Background: an optimization exercise with open tools, aiming at small area and a short achievable clock period. Do not read the settings as production practice.
At most, simulation tests tie the RTL to the original design; equivalence was not proved.
Power figures rest on the tool's default switching activity, not on a simulated workload.

==> inputs of job 8878 <==
## ALU_TOP
module ALU_TOP #(parameter Width = 16)
(
  input  [Width-1:0] A,
  input  [Width-1:0] B,
  input  [3:0]       ALU_FUN,
  input              CLK,
  input              RST,
  output [Width-1:0] Arith_OUT,
  output             Arith_Flag,
  output             Carry_OUT,
  output [Width-1:0] Logic_Out,
  output             Logic_Flag,
  output [Width-1:0] CMP_OUT,
  output             CMP_Flag,
  output             Shift_Flag,
  output [Width-1:0] Shift_OUT
);
==> flow/config.mk <==
export PLATFORM = sky130hd
export DESIGN_NAME = ALU_TOP
export DESIGN_NICKNAME = ALU_TOP
export VERILOG_FILES = /design/flow/design.v
export SDC_FILE = /design/flow/constraint.sdc
export NUM_CORES = 4
export LEC_CHECK = 0
export ABC_AREA = 1
export CAP_MARGIN = 20
export CORE_MARGIN = 2
export CORE_UTILIZATION = 40
export CTS_BUF_LIST = sky130_fd_sc_hd__clkbuf_8
export SLEW_MARGIN = 20
==> flow/constraint.sdc <==
create_clock -name core_clock -period 32.0 [get_ports {CLK}]
set_input_delay 6.4000 -clock core_clock [delete_from_list [all_inputs] [get_ports {CLK}]]
set_output_delay 6.4000 -clock core_clock [all_outputs]
set_load 0.01 [all_outputs]
standard.sh (not shown) runs the stock make flow with config.mk's settings and CLKGATE_MAP_FILE= SYNTH_SCRIPT=/design/flow/synth_recipe.tcl, a recipe that flattens the netlist after the stock synthesis.
==> flow/flow/run.sh <==
#!/bin/bash
# The standard layout (standard.sh, all ORFS steps), with three changes:
# - synthesis leaves the adders to abc (ADDER_MAP_FILE empty: no full/half
#   adder cells are extracted; registers are untouched);
# - the ports are buffered with the smallest buffer (buf_1);
# - repair_timing aims for 14 ns of setup slack, which makes it size up the
#   critical paths although the 32 ns clock is met.
# All of the tools' output goes to standard.log; ORFS's own logs stay under
# orfs/logs.
export BUFFER_PORTS_ARGS="-buffer_cell sky130_fd_sc_hd__buf_1"
bash standard.sh ADDER_MAP_FILE= SETUP_SLACK_MARGIN=14.5 finish > standard.log 2>&1
==> job 9502 (differences from job 8878) <==
==> flow/flow/run.sh (replaced) <==
#!/bin/bash
# The standard layout, with two changes: synthesis leaves the adders to abc
# (no full/half-adder cells are extracted; registers are untouched), and the
# ports are buffered with the smallest buffer.
export BUFFER_PORTS_ARGS="-buffer_cell sky130_fd_sc_hd__buf_1"
bash standard.sh ADDER_MAP_FILE= SETUP_SLACK_MARGIN=15 finish > standard.log 2>&1
Settings changed: TNS_END_PERCENT from default to 0.
==> out/metrics.yaml <==
status:
  status: "complete, but fails checks"
  so.violations: "capacitance limit, slew limit"
finish:
  seq_area_frac: 0.0745
timing:
  report.final.slew_viol_count: 1
flow_run:
  drv_cap: 1
pwr:
  p_int_mw: 0.206
setup_path:
  path_buf_inv: 9
Source of the figures above: job 9502

==> out/metrics.yaml <==
flow_run:
  drv_cap: 0
timing:
  report.final.slew_viol_count: 0
  period_needed_ps: 16910
pwr:
  p_int_mw: 0.190
clock_network:
  cts_buffer_depth: 2
  cts_resized: 18
status:
  status: "timing/DRC/antenna clean"
setup_path:
  path_buf_inv: 8
  path_delay_family: "simple AND/OR/NAND/NOR gates"
grt:
  grt_start_max_net_pins: 46
finish:
  seq_area_frac: 0.0798
drt:
  ant_nets: 0
Source of the figures above: job 8878



==> inputs of run a <==
ALU_TOP, a different RTL version from the one above (not shown whole).
clock: 32.0 ns
lec_check: 0
abc_area: 1
cap_margin: 20
core_margin: 2
core_utilization: 40
slew_margin: 20
run.sh (not shown) runs the stock make flow with config.mk's settings and CLKGATE_MAP_FILE= SYNTH_SCRIPT=/design/flow/synth_recipe.tcl, a recipe that flattens the netlist after the stock synthesis.
Stock flow here: none of the scripts above is used.
==> inputs of run b, as changes to run a <==
--- a/flow/design.v
+++ b/flow/design.v
@@ -240,27 +240,69 @@
   assign r7_s[4] = r7_p[4] ^ r7_G10;
   assign r7_s[5] = r7_p[5] ^ r7_G11;
   assign r7_s[6] = r7_p[6] ^ r7_G12;
   assign r7_s[7] = r7_p[7] ^ r7_G13;
   assign r7_s[8] = r7_p[8] ^ r7_G14;
   wire r7_c = r7_G15;
   wire r7_sel = (mul1 & A[7]) | (div1 & bz1[7] & r7_c);
   wire [8:0] r7_r = r7_sel ? r7_s : r7_t;
+  wire r6_a = A[6] & ~mul1;
+  wire [9:0] r6_t = {r7_r[8:0], r6_a};
+  wire [9:0] r6_p = r6_t ^ bx1[9:0];
+  wire [9:0] r6_g = r6_t & bx1[9:0];
+  wire r6_G1 = r6_g[0] | (r6_p[0] & s1);
+  wire r6_G2 = r6_g[2] | (r6_p[2] & r6_g[1]);
+  wire r6_P2 = r6_p[2] & r6_p[1];
+  wire r6_G3 = r6_g[4] | (r6_p[4] & r6_g[3]);
+  wire r6_P3 = r6_p[4] & r6_p[3];
+  wire r6_G4 = r6_g[6] | (r6_p[6] & r6_g[5]);
+  wire r6_P4 = r6_p[6] & r6_p[5];
+  wire r6_G5 = r6_g[8] | (r6_p[8] & r6_g[7]);
+  wire r6_P5 = r6_p[8] & r6_p[7];
+  wire r6_G6 = r6_g[1] | (r6_p[1] & r6_G1);
+  wire r6_G7 = r6_G2 | (r6_P2 & r6_G1);
+  wire r6_G8 = r6_g[5] | (r6_p[5] & r6_G3);
+  wire r6_P8 = r6_p[5] & r6_P3;
+  wire r6_G9 = r6_G4 | (r6_P4 & r6_G3);
+  wire r6_P9 = r6_P4 & r6_P3;
+  wire r6_G10 = r6_g[9] | (r6_p[9] & r6_G5);
+  wire r6_P10 = r6_p[9] & r6_P5;
+  wire r6_G11 = r6_g[3] | (r6_p[3] & r6_G7);
+  wire r6_G12 = r6_G3 | (r6_P3 & r6_G7);
+  wire r6_G13 = r6_G8 | (r6_P8 & r6_G7);
+  wire r6_G14 = r6_G9 | (r6_P9 & r6_G7);
+  wire r6_G15 = r6_g[7] | (r6_p[7] & r6_G14);
+  wire r6_G16 = r6_G5 | (r6_P5 & r6_G14);
+  wire r6_G17 = r6_G10 | (r6_P10 & r6_G14);
+  wire [9:0] r6_s;
+  assign r6_s[0] = r6_p[0] ^ s1;
+  assign r6_s[1] = r6_p[1] ^ r6_G1;
+  assign r6_s[2] = r6_p[2] ^ r6_G6;
+  assign r6_s[3] = r6_p[3] ^ r6_G7;
+  assign r6_s[4] = r6_p[4] ^ r6_G11;
+  assign r6_s[5] = r6_p[5] ^ r6_G12;
+  assign r6_s[6] = r6_p[6] ^ r6_G13;
+  assign r6_s[7] = r6_p[7] ^ r6_G14;
+  assign r6_s[8] = r6_p[8] ^ r6_G15;
+  assign r6_s[9] = r6_p[9] ^ r6_G16;
+  wire r6_c = r6_G17;
+  wire r6_sel = (mul1 & A[6]) | (div1 & bz1[6] & r6_c);
+  wire [9:0] r6_r = r6_sel ? r6_s : r6_t;
   reg [15:0]   BXr;   
-  reg [6:0]  Alo;
-  reg [8:0] Rr;    
-  reg [15:7]   Qr;
+  reg [5:0]  Alo;
+  reg [9:0] Rr;    
+  reg [15:6]   Qr;
   reg [1:0]    Fr;
   reg fA, fL, fC, fS;
   always @(posedge CLK) begin
     BXr <= bx1;
-    Alo <= A[6:0];
-    Rr  <= r7_r;
-    Qr  <= {r15_sel, r14_sel, r13_sel, r12_sel, r11_sel, r10_sel, r9_sel, r8_sel, r7_sel};
+    Alo <= A[5:0];
+    Rr  <= r6_r;
+    Qr  <= {r15_sel, r14_sel, r13_sel, r12_sel, r11_sel, r10_sel, r9_sel, r8_sel, r7_sel, r6_sel};
     Fr  <= ALU_FUN[1:0];
   end
   always @(posedge CLK or negedge RST) begin
     if (!RST) begin
       fA <= 1'b0; fL <= 1'b0; fC <= 1'b0; fS <= 1'b0;
     end else begin
       fA <= (ALU_FUN[3:2] == 2'b00);
       fL <= (ALU_FUN[3:2] == 2'b01);
@@ -286,61 +328,19 @@
   assign bz2[9] = bz2[8] & BXr[7];
   assign bz2[10] = bz2[9] & BXr[6];
   assign bz2[11] = bz2[10] & BXr[5];
   assign bz2[12] = bz2[11] & BXr[4];
   assign bz2[13] = bz2[12] & BXr[3];
   assign bz2[14] = bz2[13] & BXr[2];
   assign bz2[15] = bz2[14] & BXr[1];
   assign bz2[16] = bz2[15] & BXr[0];
-  wire [15:0] Alo16 = {9'b0, Alo};
-  wire r6_a = Alo16[6] & ~mul2;
-  wire [9:0] r6_t = {Rr[8:0], r6_a};
-  wire [9:0] r6_p = r6_t ^ BXr[9:0];
-  wire [9:0] r6_g = r6_t & BXr[9:0];
-  wire r6_G1 = r6_g[0] | (r6_p[0] & sr);
-  wire r6_G2 = r6_g[2] | (r6_p[2] & r6_g[1]);
-  wire r6_P2 = r6_p[2] & r6_p[1];
-  wire r6_G3 = r6_g[4] | (r6_p[4] & r6_g[3]);
-  wire r6_P3 = r6_p[4] & r6_p[3];
-  wire r6_G4 = r6_g[6] | (r6_p[6] & r6_g[5]);
-  wire r6_P4 = r6_p[6] & r6_p[5];
-  wire r6_G5 = r6_g[8] | (r6_p[8] & r6_g[7]);
-  wire r6_P5 = r6_p[8] & r6_p[7];
-  wire r6_G6 = r6_g[1] | (r6_p[1] & r6_G1);
-  wire r6_G7 = r6_G2 | (r6_P2 & r6_G1);
-  wire r6_G8 = r6_g[5] | (r6_p[5] & r6_G3);
-  wire r6_P8 = r6_p[5] & r6_P3;
-  wire r6_G9 = r6_G4 | (r6_P4 & r6_G3);
-  wire r6_P9 = r6_P4 & r6_P3;
-  wire r6_G10 = r6_g[9] | (r6_p[9] & r6_G5);
-  wire r6_P10 = r6_p[9] & r6_P5;
-  wire r6_G11 = r6_g[3] | (r6_p[3] & r6_G7);
-  wire r6_G12 = r6_G3 | (r6_P3 & r6_G7);
-  wire r6_G13 = r6_G8 | (r6_P8 & r6_G7);
-  wire r6_G14 = r6_G9 | (r6_P9 & r6_G7);
-  wire r6_G15 = r6_g[7] | (r6_p[7] & r6_G14);
-  wire r6_G16 = r6_G5 | (r6_P5 & r6_G14);
-  wire r6_G17 = r6_G10 | (r6_P10 & r6_G14);
-  wire [9:0] r6_s;
-  assign r6_s[0] = r6_p[0] ^ sr;
-  assign r6_s[1] = r6_p[1] ^ r6_G1;
-  assign r6_s[2] = r6_p[2] ^ r6_G6;
-  assign r6_s[3] = r6_p[3] ^ r6_G7;
-  assign r6_s[4] = r6_p[4] ^ r6_G11;
-  assign r6_s[5] = r6_p[5] ^ r6_G12;
-  assign r6_s[6] = r6_p[6] ^ r6_G13;
-  assign r6_s[7] = r6_p[7] ^ r6_G14;
-  assign r6_s[8] = r6_p[8] ^ r6_G15;
-  assign r6_s[9] = r6_p[9] ^ r6_G16;
-  wire r6_c = r6_G17;
-  wire r6_sel = (mul2 & Alo16[6]) | (div2 & bz2[6] & r6_c);
-  wire [9:0] r6_r = r6_sel ? r6_s : r6_t;
+  wire [15:0] Alo16 = {10'b0, Alo};
   wire r5_a = Alo16[5] & ~mul2;
-  wire [10:0] r5_t = {r6_r[9:0], r5_a};
+  wire [10:0] r5_t = {Rr[9:0], r5_a};
   wire [10:0] r5_p = r5_t ^ BXr[10:0];
   wire [10:0] r5_g = r5_t & BXr[10:0];
   wire r5_G1 = r5_g[0] | (r5_p[0] & sr);
   wire r5_G2 = r5_g[2] | (r5_p[2] & r5_g[1]);
   wire r5_P2 = r5_p[2] & r5_p[1];
   wire r5_G3 = r5_g[4] | (r5_p[4] & r5_g[3]);
   wire r5_P3 = r5_p[4] & r5_p[3];
   wire r5_G4 = r5_g[6] | (r5_p[6] & r5_g[5]);
@@ -699,17 +699,17 @@
   assign r0_s[13] = r0_p[13] ^ r0_G30;
   assign r0_s[14] = r0_p[14] ^ r0_G31;
   assign r0_s[15] = r0_p[15] ^ r0_G32;
   wire r0_c = r0_G33;
   wire r0_sel = (mul2 & Alo16[0]) | (div2 & bz2[0] & r0_c) | add2 | sub2;
   wire r0_rsel = (mul2 & Alo16[0]) | add2 | sub2;
   wire [15:0] r0_r = r0_rsel ? r0_s : r0_t;
   wire [15:0] Ar = {Rr, Alo};    
-  assign Arith_OUT  = div2 ? {Qr, r6_sel, r5_sel, r4_sel, r3_sel, r2_sel, r1_sel, r0_sel} : (fA ? r0_r : 16'b0);
+  assign Arith_OUT  = div2 ? {Qr, r5_sel, r4_sel, r3_sel, r2_sel, r1_sel, r0_sel} : (fA ? r0_r : 16'b0);
   assign Arith_Flag = fA;
   assign Carry_OUT  = add2 & r0_c;
   reg [15:0] lo;    
   always @(*) begin
     case (Fr)
       2'b00: lo = Ar & BXr;
       2'b01: lo = Ar | BXr;
       2'b10: lo = ~(Ar & BXr);
==> inputs of run c, as changes to run a <==
--- a/flow/design.v
+++ b/flow/design.v
@@ -240,27 +240,69 @@
   assign r7_s[4] = r7_p[4] ^ r7_G10;
   assign r7_s[5] = r7_p[5] ^ r7_G11;
   assign r7_s[6] = r7_p[6] ^ r7_G12;
   assign r7_s[7] = r7_p[7] ^ r7_G13;
   assign r7_s[8] = r7_p[8] ^ r7_G14;
   wire r7_c = r7_G15;
   wire r7_sel = (mul1 & A[7]) | (div1 & bz1[7] & r7_c);
   wire [8:0] r7_r = r7_sel ? r7_s : r7_t;
+  wire r6_a = A[6] & ~mul1;
+  wire [9:0] r6_t = {r7_r[8:0], r6_a};
+  wire [9:0] r6_p = r6_t ^ bx1[9:0];
+  wire [9:0] r6_g = r6_t & bx1[9:0];
+  wire r6_G1 = r6_g[0] | (r6_p[0] & s1);
+  wire r6_G2 = r6_g[2] | (r6_p[2] & r6_g[1]);
+  wire r6_P2 = r6_p[2] & r6_p[1];
+  wire r6_G3 = r6_g[4] | (r6_p[4] & r6_g[3]);
+  wire r6_P3 = r6_p[4] & r6_p[3];
+  wire r6_G4 = r6_g[6] | (r6_p[6] & r6_g[5]);
+  wire r6_P4 = r6_p[6] & r6_p[5];
+  wire r6_G5 = r6_g[8] | (r6_p[8] & r6_g[7]);
+  wire r6_P5 = r6_p[8] & r6_p[7];
+  wire r6_G6 = r6_g[1] | (r6_p[1] & r6_G1);
+  wire r6_G7 = r6_G2 | (r6_P2 & r6_G1);
+  wire r6_G8 = r6_g[5] | (r6_p[5] & r6_G3);
+  wire r6_P8 = r6_p[5] & r6_P3;
+  wire r6_G9 = r6_G4 | (r6_P4 & r6_G3);
+  wire r6_P9 = r6_P4 & r6_P3;
+  wire r6_G10 = r6_g[9] | (r6_p[9] & r6_G5);
+  wire r6_P10 = r6_p[9] & r6_P5;
+  wire r6_G11 = r6_g[3] | (r6_p[3] & r6_G7);
+  wire r6_G12 = r6_G3 | (r6_P3 & r6_G7);
+  wire r6_G13 = r6_G8 | (r6_P8 & r6_G7);
+  wire r6_G14 = r6_G9 | (r6_P9 & r6_G7);
+  wire r6_G15 = r6_g[7] | (r6_p[7] & r6_G14);
+  wire r6_G16 = r6_G5 | (r6_P5 & r6_G14);
+  wire r6_G17 = r6_G10 | (r6_P10 & r6_G14);
+  wire [9:0] r6_s;
+  assign r6_s[0] = r6_p[0] ^ s1;
+  assign r6_s[1] = r6_p[1] ^ r6_G1;
+  assign r6_s[2] = r6_p[2] ^ r6_G6;
+  assign r6_s[3] = r6_p[3] ^ r6_G7;
+  assign r6_s[4] = r6_p[4] ^ r6_G11;
+  assign r6_s[5] = r6_p[5] ^ r6_G12;
+  assign r6_s[6] = r6_p[6] ^ r6_G13;
+  assign r6_s[7] = r6_p[7] ^ r6_G14;
+  assign r6_s[8] = r6_p[8] ^ r6_G15;
+  assign r6_s[9] = r6_p[9] ^ r6_G16;
+  wire r6_c = r6_G17;
+  wire r6_sel = (mul1 & A[6]) | (div1 & bz1[6] & r6_c);
+  wire [9:0] r6_r = r6_sel ? r6_s : r6_t;
   reg [15:0]   BXr;   
-  reg [6:0]  Alo;
-  reg [8:0] Rr;    
-  reg [15:7]   Qr;
+  reg [5:0]  Alo;
+  reg [9:0] Rr;    
+  reg [15:6]   Qr;
   reg [1:0]    Fr;
   reg fA, fL, fC, fS;
   always @(posedge CLK) begin
     BXr <= bx1;
-    Alo <= A[6:0];
-    Rr  <= r7_r;
-    Qr  <= {r15_sel, r14_sel, r13_sel, r12_sel, r11_sel, r10_sel, r9_sel, r8_sel, r7_sel};
+    Alo <= A[5:0];
+    Rr  <= r6_r;
+    Qr  <= {r15_sel, r14_sel, r13_sel, r12_sel, r11_sel, r10_sel, r9_sel, r8_sel, r7_sel, r6_sel};
     Fr  <= ALU_FUN[1:0];
   end
   always @(posedge CLK or negedge RST) begin
     if (!RST) begin
       fA <= 1'b0; fL <= 1'b0; fC <= 1'b0; fS <= 1'b0;
     end else begin
       fA <= (ALU_FUN[3:2] == 2'b00);
       fL <= (ALU_FUN[3:2] == 2'b01);
@@ -286,61 +328,19 @@
   assign bz2[9] = bz2[8] & BXr[7];
   assign bz2[10] = bz2[9] & BXr[6];
   assign bz2[11] = bz2[10] & BXr[5];
   assign bz2[12] = bz2[11] & BXr[4];
   assign bz2[13] = bz2[12] & BXr[3];
   assign bz2[14] = bz2[13] & BXr[2];
   assign bz2[15] = bz2[14] & BXr[1];
   assign bz2[16] = bz2[15] & BXr[0];
-  wire [15:0] Alo16 = {9'b0, Alo};
-  wire r6_a = Alo16[6] & ~mul2;
-  wire [9:0] r6_t = {Rr[8:0], r6_a};
-  wire [9:0] r6_p = r6_t ^ BXr[9:0];
-  wire [9:0] r6_g = r6_t & BXr[9:0];
-  wire r6_G1 = r6_g[0] | (r6_p[0] & sr);
-  wire r6_G2 = r6_g[2] | (r6_p[2] & r6_g[1]);
-  wire r6_P2 = r6_p[2] & r6_p[1];
-  wire r6_G3 = r6_g[4] | (r6_p[4] & r6_g[3]);
-  wire r6_P3 = r6_p[4] & r6_p[3];
-  wire r6_G4 = r6_g[6] | (r6_p[6] & r6_g[5]);
-  wire r6_P4 = r6_p[6] & r6_p[5];
-  wire r6_G5 = r6_g[8] | (r6_p[8] & r6_g[7]);
-  wire r6_P5 = r6_p[8] & r6_p[7];
-  wire r6_G6 = r6_g[1] | (r6_p[1] & r6_G1);
-  wire r6_G7 = r6_G2 | (r6_P2 & r6_G1);
-  wire r6_G8 = r6_g[5] | (r6_p[5] & r6_G3);
-  wire r6_P8 = r6_p[5] & r6_P3;
-  wire r6_G9 = r6_G4 | (r6_P4 & r6_G3);
-  wire r6_P9 = r6_P4 & r6_P3;
-  wire r6_G10 = r6_g[9] | (r6_p[9] & r6_G5);
-  wire r6_P10 = r6_p[9] & r6_P5;
-  wire r6_G11 = r6_g[3] | (r6_p[3] & r6_G7);
-  wire r6_G12 = r6_G3 | (r6_P3 & r6_G7);
-  wire r6_G13 = r6_G8 | (r6_P8 & r6_G7);
-  wire r6_G14 = r6_G9 | (r6_P9 & r6_G7);
-  wire r6_G15 = r6_g[7] | (r6_p[7] & r6_G14);
-  wire r6_G16 = r6_G5 | (r6_P5 & r6_G14);
-  wire r6_G17 = r6_G10 | (r6_P10 & r6_G14);
-  wire [9:0] r6_s;
-  assign r6_s[0] = r6_p[0] ^ sr;
-  assign r6_s[1] = r6_p[1] ^ r6_G1;
-  assign r6_s[2] = r6_p[2] ^ r6_G6;
-  assign r6_s[3] = r6_p[3] ^ r6_G7;
-  assign r6_s[4] = r6_p[4] ^ r6_G11;
-  assign r6_s[5] = r6_p[5] ^ r6_G12;
-  assign r6_s[6] = r6_p[6] ^ r6_G13;
-  assign r6_s[7] = r6_p[7] ^ r6_G14;
-  assign r6_s[8] = r6_p[8] ^ r6_G15;
-  assign r6_s[9] = r6_p[9] ^ r6_G16;
-  wire r6_c = r6_G17;
-  wire r6_sel = (mul2 & Alo16[6]) | (div2 & bz2[6] & r6_c);
-  wire [9:0] r6_r = r6_sel ? r6_s : r6_t;
+  wire [15:0] Alo16 = {10'b0, Alo};
   wire r5_a = Alo16[5] & ~mul2;
-  wire [10:0] r5_t = {r6_r[9:0], r5_a};
+  wire [10:0] r5_t = {Rr[9:0], r5_a};
   wire [10:0] r5_p = r5_t ^ BXr[10:0];
   wire [10:0] r5_g = r5_t & BXr[10:0];
   wire r5_G1 = r5_g[0] | (r5_p[0] & sr);
   wire r5_G2 = r5_g[2] | (r5_p[2] & r5_g[1]);
   wire r5_P2 = r5_p[2] & r5_p[1];
   wire r5_G3 = r5_g[4] | (r5_p[4] & r5_g[3]);
   wire r5_P3 = r5_p[4] & r5_p[3];
   wire r5_G4 = r5_g[6] | (r5_p[6] & r5_g[5]);
@@ -699,17 +699,17 @@
   assign r0_s[13] = r0_p[13] ^ r0_G30;
   assign r0_s[14] = r0_p[14] ^ r0_G31;
   assign r0_s[15] = r0_p[15] ^ r0_G32;
   wire r0_c = r0_G33;
   wire r0_sel = (mul2 & Alo16[0]) | (div2 & bz2[0] & r0_c) | add2 | sub2;
   wire r0_rsel = (mul2 & Alo16[0]) | add2 | sub2;
   wire [15:0] r0_r = r0_rsel ? r0_s : r0_t;
   wire [15:0] Ar = {Rr, Alo};    
-  assign Arith_OUT  = div2 ? {Qr, r6_sel, r5_sel, r4_sel, r3_sel, r2_sel, r1_sel, r0_sel} : (fA ? r0_r : 16'b0);
+  assign Arith_OUT  = div2 ? {Qr, r5_sel, r4_sel, r3_sel, r2_sel, r1_sel, r0_sel} : (fA ? r0_r : 16'b0);
   assign Arith_Flag = fA;
   assign Carry_OUT  = add2 & r0_c;
   reg [15:0] lo;    
   always @(*) begin
     case (Fr)
       2'b00: lo = Ar & BXr;
       2'b01: lo = Ar | BXr;
       2'b10: lo = ~(Ar & BXr);
==> flow/flow/run.sh (new file) <==
#!/bin/bash
# The standard layout, with the smallest buffer on the ports.
export BUFFER_PORTS_ARGS="-buffer_cell sky130_fd_sc_hd__buf_1"
bash standard.sh > standard.log 2>&1
==> flow/standard.sh (new file) <==
#!/bin/bash
# synth_recipe.tcl (not shown) runs the flow's synth.tcl, then flattens the netlist and writes it again
# the make line also repeats each setting of config.mk as NAME=value (left out here)
make -C /OpenROAD-flow-scripts/flow DESIGN_CONFIG=/design/flow/config.mk WORK_HOME=/design/flow/orfs CLKGATE_MAP_FILE= SYNTH_SCRIPT=/design/flow/synth_recipe.tcl "${@:-finish}"
Settings changed: CORE_UTILIZATION 40 to 65.
removed: flow/run.sh
==> notes <==
Between run c and run b, the lower global-route usage is in run b (gap 13 points).
Worst setup slack: run c is higher than run b (510 ps).
Between run c and run a, the lower critical path depth is in run c (gap 23).
Final cell count: run a > run b > run c.
The lowest worst hold slack belongs to run c, the highest to run b.
==> figures <==
quantity                                                      run a           run b           run c
Met1 Wirelength                                           14,500 um       13,700 um       11,500 um
End point of the critical path                           CMP_OUT[0]           Rr[8]      CMP_OUT[1]
Time the worst path needs with I/O delays and setup       25,410 ps       23,700 ps       23,190 ps
Clk power                                                   60.8 uW         60.2 uW         71.3 uW
Number of synthesized register bits                              47              48              48
Register area share after synthesis                           0.102           0.105           0.105
Power attributed to sequential cells                        75.2 uW         78.5 uW         77.0 uW
Result of the run                                    finished clean  finished clean  finished clean
Synth Area in Compound Gates                                  0.137           0.167           0.167
Final hold slack                                            6290 ps         6310 ps         5900 ps
Comb power frac                                               0.676           0.675           0.652
The RTL of run a was laid out without a check of its function.

re-timing with driven ports:
The flow's constraints put no driver on any port. The routed layouts listed below were extracted and timed again, unchanged, in two steps. Step 1 (the two cells are an assumption about what drives the block):
set clk [get_ports {CLK}]
set_driving_cell -lib_cell sky130_fd_sc_hd__clkbuf_16 $clk
set_driving_cell -lib_cell sky130_fd_sc_hd__buf_2 [delete_from_list [all_inputs] $clk]
Step 2 times the ports against the registers' clock, not the clock port: input delays grow and output delays shrink by t, the midpoint of the rising clock arrivals with the driver on. Slacks: ideal ports / drivers / drivers and shift; pairs: ideal ports / drivers.
run | t, ns | setup WS [ns] | worst data-port slew with drivers (ns)
job 8878 | 0.347 | 15.086 / 15.052 / 15.399 | 0.09
job 9502 | 0.350 | 15.140 / 15.105 / 15.456 | 0.09
run a | 0.327 | 6.588 / 6.549 / 6.876 | 0.06
run b | 0.334 | 8.298 / 8.311 / 7.977 | 0.04
run c | 0.346 | 8.809 / 8.765 / 8.912 | 0.05
The setup slack of run b, which loses most, moves by +0.013 ns with the drivers and by -0.321 ns with both steps.
